Context: an optimization exercise on an open-source flow, tuned for small area and a short achievable clock period. The choices shown serve that exercise and are no tape-out recipe. In this exercise RTL edits were held to simulation tests only and were not proved equivalent to the original. Power figures rest on the tool's default switching activity, not on a simulated workload.

==> 08-03: inputs <==
==> flow/design.v <==
module dff(d,clk,q);
    input d,clk;
    output q;
    reg q;
    always @ (posedge clk)
    begin
    q<=d;
    end
endmodule
module pipo(d, clk, q);
input [7:0] d;
input clk;
output reg [7:0] q;
always @(posedge clk) q <= d;
endmodule
module regfile(clk, en_write, en_read, reg_write_addr, reg_read_addr1, reg_read_addr2,
               reg_write_data, reg_read_data1, reg_read_data2);
input clk;
input en_write;
input en_read;
input [3:0] reg_write_addr;
input [3:0] reg_read_addr1;
input [3:0] reg_read_addr2;
input [7:0] reg_write_data;
output [7:0] reg_read_data1;
output [7:0] reg_read_data2;
reg [7:0] Registers [0:15];
reg [7:0] hold1, hold2;
wire [15:0] wsel, nwsel;
wdec wd (.en(en_write), .a(reg_write_addr), .sel(wsel), .nsel(nwsel));
genvar i, j;
generate
  for (i = 0; i < 16; i = i + 1) begin : row
    wire [7:0] nxt;
    for (j = 0; j < 8; j = j + 1) begin : wb
      g_a22o w (.a1(nwsel[i]), .a2(Registers[i][j]), .b1(wsel[i]), .b2(reg_write_data[j]), .y(nxt[j]));
    end
    always @(posedge clk)
      Registers[i] <= nxt;
  end
endgenerate
wire [15:0] sel1, sel2;
rdec rd1 (.a(reg_read_addr1), .sel(sel1));
rdec rd2 (.a(reg_read_addr2), .sel(sel2));
wire en_read_n;
g_inv ie (.a(en_read), .y(en_read_n));
wire [7:0] r1, r2;
generate
  for (i = 0; i < 8; i = i + 1) begin : rb
    wire [15:0] col;
    for (j = 0; j < 16; j = j + 1) begin : c
      assign col[j] = Registers[j][i];
    end
    rsel rs1 (.sel(sel1), .m(col), .en(en_read), .en_n(en_read_n), .h(hold1[i]), .we(en_write), .r(r1[i]), .o(reg_read_data1[i]));
    rsel rs2 (.sel(sel2), .m(col), .en(en_read), .en_n(en_read_n), .h(hold2[i]), .we(en_write), .r(r2[i]), .o(reg_read_data2[i]));
  end
endgenerate
always @(posedge clk) begin
  hold1 <= r1;
  hold2 <= r2;
end
endmodule
module wdec(en, a, sel, nsel);
input en;
input [3:0] a;
output [15:0] sel, nsel;
wire [3:0] an, lo, hi;
g_inv i0 (.a(a[0]), .y(an[0]));
g_inv i1 (.a(a[1]), .y(an[1]));
g_inv i2 (.a(a[2]), .y(an[2]));
g_inv i3 (.a(a[3]), .y(an[3]));
g_nor2 l0 (.a(a[1]),  .b(a[0]),  .y(lo[0]));
g_nor2 l1 (.a(a[1]),  .b(an[0]), .y(lo[1]));
g_nor2 l2 (.a(an[1]), .b(a[0]),  .y(lo[2]));
g_nor2 l3 (.a(an[1]), .b(an[0]), .y(lo[3]));
g_nor2 h0 (.a(a[3]),  .b(a[2]),  .y(hi[0]));
g_nor2 h1 (.a(a[3]),  .b(an[2]), .y(hi[1]));
g_nor2 h2 (.a(an[3]), .b(a[2]),  .y(hi[2]));
g_nor2 h3 (.a(an[3]), .b(an[2]), .y(hi[3]));
genvar k;
generate
  for (k = 0; k < 16; k = k + 1) begin : d
    g_nand3 n (.a(en), .b(lo[k % 4]), .c(hi[k / 4]), .y(nsel[k]));
    g_inv   s (.a(nsel[k]), .y(sel[k]));
  end
endgenerate
endmodule
module rdec(a, sel);
input [3:0] a;
output [15:0] sel;
wire [3:0] lo_n, hi_n;
predec p (.a(a), .lo_n(lo_n), .hi_n(hi_n));
genvar k;
generate
  for (k = 0; k < 16; k = k + 1) begin : d
    g_nor2 s (.a(lo_n[k % 4]), .b(hi_n[k / 4]), .y(sel[k]));
  end
endgenerate
endmodule
module predec(a, lo_n, hi_n);
input [3:0] a;
output [3:0] lo_n, hi_n;
wire [3:0] an;
g_inv i0 (.a(a[0]), .y(an[0]));
g_inv i1 (.a(a[1]), .y(an[1]));
g_inv i2 (.a(a[2]), .y(an[2]));
g_inv i3 (.a(a[3]), .y(an[3]));
g_nand2 l0 (.a(an[1]), .b(an[0]), .y(lo_n[0]));
g_nand2 l1 (.a(an[1]), .b(a[0]),  .y(lo_n[1]));
g_nand2 l2 (.a(a[1]),  .b(an[0]), .y(lo_n[2]));
g_nand2 l3 (.a(a[1]),  .b(a[0]),  .y(lo_n[3]));
g_nand2 h0 (.a(an[3]), .b(an[2]), .y(hi_n[0]));
g_nand2 h1 (.a(an[3]), .b(a[2]),  .y(hi_n[1]));
g_nand2 h2 (.a(a[3]),  .b(an[2]), .y(hi_n[2]));
g_nand2 h3 (.a(a[3]),  .b(a[2]),  .y(hi_n[3]));
endmodule
module rsel(sel, m, en, en_n, h, we, r, o);
input [15:0] sel, m;
input en, en_n, h, we;
output r, o;
wire y0, y1, a, b;
g_or8   p0 (.s(sel[7:0]),  .m(m[7:0]),  .y(y0));
g_or8   p1 (.s(sel[15:8]), .m(m[15:8]), .y(y1));
g_o21ai na (.a1(y0), .a2(y1), .b1(en), .y(a));    
g_nand2 nb (.a(en_n), .b(h), .y(b));              
g_a21oi oo (.a1(a), .a2(b), .b1(we), .y(o));
g_nand2 rr (.a(a), .b(b), .y(r));
endmodule
module g_or8(s, m, y);
input [7:0] s, m;
output y;
assign y = |(s & m);
endmodule
module g_inv(a, y);
input a; output y;
assign y = ~a;
endmodule
module g_nand2(a, b, y);
input a, b; output y;
assign y = ~(a & b);
endmodule
module g_nand3(a, b, c, y);
input a, b, c; output y;
assign y = ~(a & b & c);
endmodule
module g_nor2(a, b, y);
input a, b; output y;
assign y = ~(a | b);
endmodule
module g_a22o(a1, a2, b1, b2, y);
input a1, a2, b1, b2; output y;
assign y = (a1 & a2) | (b1 & b2);
endmodule
module g_o21ai(a1, a2, b1, y);
input a1, a2, b1; output y;
assign y = ~((a1 | a2) & b1);
endmodule
module g_a21oi(a1, a2, b1, y);
input a1, a2, b1; output y;
assign y = ~((a1 & a2) | b1);
endmodule
module SIMD_CU(d,d1,d2,en_write, 
		en_read, reg_write_addr1,
		reg_write_addr2,reg_write_addr3, 
		reg_read_addr1,reg_read_addr2,reg_read_addr3,reg_read_addr4,reg_read_addr5, reg_read_addr6,  
		clk, 
		reg_read_data1, reg_read_data2, reg_read_data3, reg_read_data4,reg_read_data5,reg_read_data6);
	input clk,en_write, en_read;
	input [3:0] reg_write_addr1;
	input [3:0] reg_write_addr2;
	input [3:0] reg_write_addr3;
	input [3:0] reg_read_addr1;
	input [3:0] reg_read_addr2;
	input [3:0] reg_read_addr3;
	input [3:0] reg_read_addr4;
	input [3:0] reg_read_addr5;
	input [3:0] reg_read_addr6;
	input [7:0] d,d1,d2;
	wire [7:0] q,q1,q2;
	output[7:0] reg_read_data1;
	output[7:0] reg_read_data2;
	output[7:0] reg_read_data3;
	output[7:0] reg_read_data4;
	output[7:0] reg_read_data5;
	output[7:0] reg_read_data6;
	pipo p1(d, clk, q);
	pipo p2(d1, clk, q1);
	pipo p3(d2, clk, q2);
	regfile PEM1(clk, en_write, en_read, reg_write_addr1,  reg_read_addr1, reg_read_addr2, q, reg_read_data1, reg_read_data2 );
	regfile PEM2(clk, en_write, en_read, reg_write_addr2,  reg_read_addr3, reg_read_addr4, q1, reg_read_data3, reg_read_data4 );
	regfile PEM3(clk, en_write, en_read, reg_write_addr3,  reg_read_addr5, reg_read_addr6, q2, reg_read_data5, reg_read_data6 );
endmodule
==> flow/flow/run.sh <==
#!/bin/bash
# Standard synthesis, then every combinational cell that synthesis gave a
# drive strength above 1 is set back to strength 1 (same function and pins;
# flip-flops are left as they are), then the standard layout from there.
# Clock tree: larger sink clusters and no dummy loads.
# Port buffers: buf_2 (the resizer sizes them from there).
# Each tool's output goes to a log file of its own in this folder.
set -euo pipefail
R=orfs/results/sky130hd/SIMD_CU/base
bash standard.sh synth > synth.log 2>&1
python3 flow/downsize.py "$FLOW_HOME/platforms/sky130hd/lib/sky130_fd_sc_hd__tt_025C_1v80.lib" \
  $R/1_2_yosys.v > downsize.log 2>&1
rm -f $R/1_synth.odb $R/1_synth.sdc
bash standard.sh finish \
  CTS_ARGS="-sink_clustering_enable -repair_clock_nets -dont_use_dummy_load -sink_clustering_size 16 -sink_clustering_max_diameter 60 -buf_list sky130_fd_sc_hd__clkbuf_8" \
  BUFFER_PORTS_ARGS="-buffer_cell sky130_fd_sc_hd__buf_2" \
  > layout.log 2>&1
==> flow/flow/downsize.py <==
# Set every combinational cell in a synthesized netlist to drive strength 1.
# usage: downsize.py LIBERTY NETLIST (the netlist is rewritten in place)
import re, sys, collections
lib, net = sys.argv[1], sys.argv[2]
cells = set(re.findall(r'cell\s*\(\s*"?(sky130_fd_sc_hd__\w+?)"?\s*\)', open(lib).read()))
keep = ('df', 'edf', 'sdf', 'dl', 'clk', 'conb', 'tap', 'fill', 'decap')
changed = collections.Counter()
def swap(m):
    name, base, size = m.group(0), m.group(1), m.group(2)
    if base.startswith(keep) or size == '1':
        return name
    new = 'sky130_fd_sc_hd__%s_1' % base
    if new not in cells:
        return name
    changed[name + ' -> ' + new] += 1
    return new
text = open(net).read()
text = re.sub(r'(?<=^  )sky130_fd_sc_hd__(\w+?)_(\d+)(?= )', swap, text, flags=re.M)
open(net, 'w').write(text)
for k, n in sorted(changed.items()):
    print(n, k)
==> flow/standard.sh <==
#!/bin/bash
# synth_recipe.tcl (not shown) runs the flow's synth.tcl, then flattens the netlist and writes it again
# the make line also repeats each setting of config.mk as NAME=value (left out here)
make -C /OpenROAD-flow-scripts/flow DESIGN_CONFIG=/design/flow/config.mk WORK_HOME=/design/flow/orfs CLKGATE_MAP_FILE= SYNTH_SCRIPT=/design/flow/synth_recipe.tcl "${@:-finish}"
==> flow/config.mk <==
export PLATFORM = sky130hd
export DESIGN_NAME = SIMD_CU
export DESIGN_NICKNAME = SIMD_CU
export VERILOG_FILES = /design/flow/design.v
export SDC_FILE = /design/flow/constraint.sdc
export NUM_CORES = 4
export LEC_CHECK = 0
export CAP_MARGIN = 20
export CORE_MARGIN = 2
export CORE_UTILIZATION = 40
export PLACE_DENSITY = 0.8
export SETUP_SLACK_MARGIN = 1.5
export SLEW_MARGIN = 20
export SYNTH_HIERARCHICAL = 1
==> flow/constraint.sdc <==
create_clock -name core_clock -period 5.2 [get_ports {clk}]
set_input_delay 1.0400 -clock core_clock [delete_from_list [all_inputs] [get_ports {clk}]]
set_output_delay 1.0400 -clock core_clock [all_outputs]
set_load 0.01 [all_outputs]
==> 10-26 (differences from 08-03) <==
--- a/flow/flow/run.sh
+++ b/flow/flow/run.sh
@@ -12,6 +12,6 @@
   $R/1_2_yosys.v > downsize.log 2>&1
 rm -f $R/1_synth.odb $R/1_synth.sdc
 bash standard.sh finish \
-  CTS_ARGS="-sink_clustering_enable -repair_clock_nets -dont_use_dummy_load -sink_clustering_size 16 -sink_clustering_max_diameter 60 -buf_list sky130_fd_sc_hd__clkbuf_8" \
+  CTS_ARGS="-sink_clustering_enable -repair_clock_nets -dont_use_dummy_load -sink_clustering_size 24 -sink_clustering_max_diameter 80" \
   BUFFER_PORTS_ARGS="-buffer_cell sky130_fd_sc_hd__buf_2" \
   > layout.log 2>&1
Settings changed: CORE_UTILIZATION 40 to 60, PLACE_DENSITY 0.8 to default.
==> impl.org <==
** Power and ir drop
- Dividing total power by cell area gives a power density of between 300 and 400 mW/mm².

** Layout
- In the final layout, the multi-input gates occupy 0.00919 mm².
- The top cell types in the final layout, fill and taps aside, are dfxtp_1 (456), a22o_1 (384), a22oi_1 (380).

** Outcome
- Outcome :: complete, no violations

** Routing
- For this block, the routed nets add up to 62200 µm of wire.

** Global routing
- Via count of the first global-routing pass :: 16073

** Placed design
- Routability-driven placement finished with a final weighted congestion of 1.03.
the above is filed under 08-03

==> impl.org <==
** Power and ir drop
- In this run the power density over the cells is slightly above 400 mW/mm².

** Outcome
- The flow ran to the end and the layout has no timing, DRC or antenna violations.

** Routing
- Total wire length :: between 60000 and 70000 µm

** Global routing
- Global routing met3 resource utilization :: 0.0840

** CTS
- Clock tree synthesis selected as its root buffer the cell clkbuf_16.

** STA
- Min cycle time layout :: 3.74 ns
- Setup repair after global routing could not meet its margin everywhere.

** Placed design
- RD Place Congestion :: ~1.0

** Layout
- Most frequent cells in the layout :: dfxtp_1 (456), a22o_1 (384), a22oi_1 (378)
the above is filed under 10-26

==> re-timing with driven ports <==
No port has a modelled driver above. Below, the same layouts with a new extraction and two added sets of constraints.
Step 1 sets driving cells, clkbuf_16 on the clock port and buf_2 on the other inputs (assumed; they add their load-dependent delay and slew).
Step 2, shift: input delay + t, output delay - t, t = (earliest + latest rising clock arrival at the registers) / 2. This alone moves slack from input paths to output paths.
a / b / c = no drivers / after step 1 / after step 2; a / b = the first two.
run | shift t [ns] | setup WS [ns] | hold WS [ns] | worst setup path after step 2
08-03 | 0.661 | 1.479 / 1.457 / 1.457 | 0.440 / 0.440 / 0.440 | input to output
10-26 | 0.606 | 1.464 / 1.419 / 1.419 | 0.441 / 0.441 / 0.441 | input to output
After both steps every run listed still meets setup and hold. The setup slack of 10-26, which loses most, moves by -0.045 ns with the drivers and by -0.045 ns with both steps.
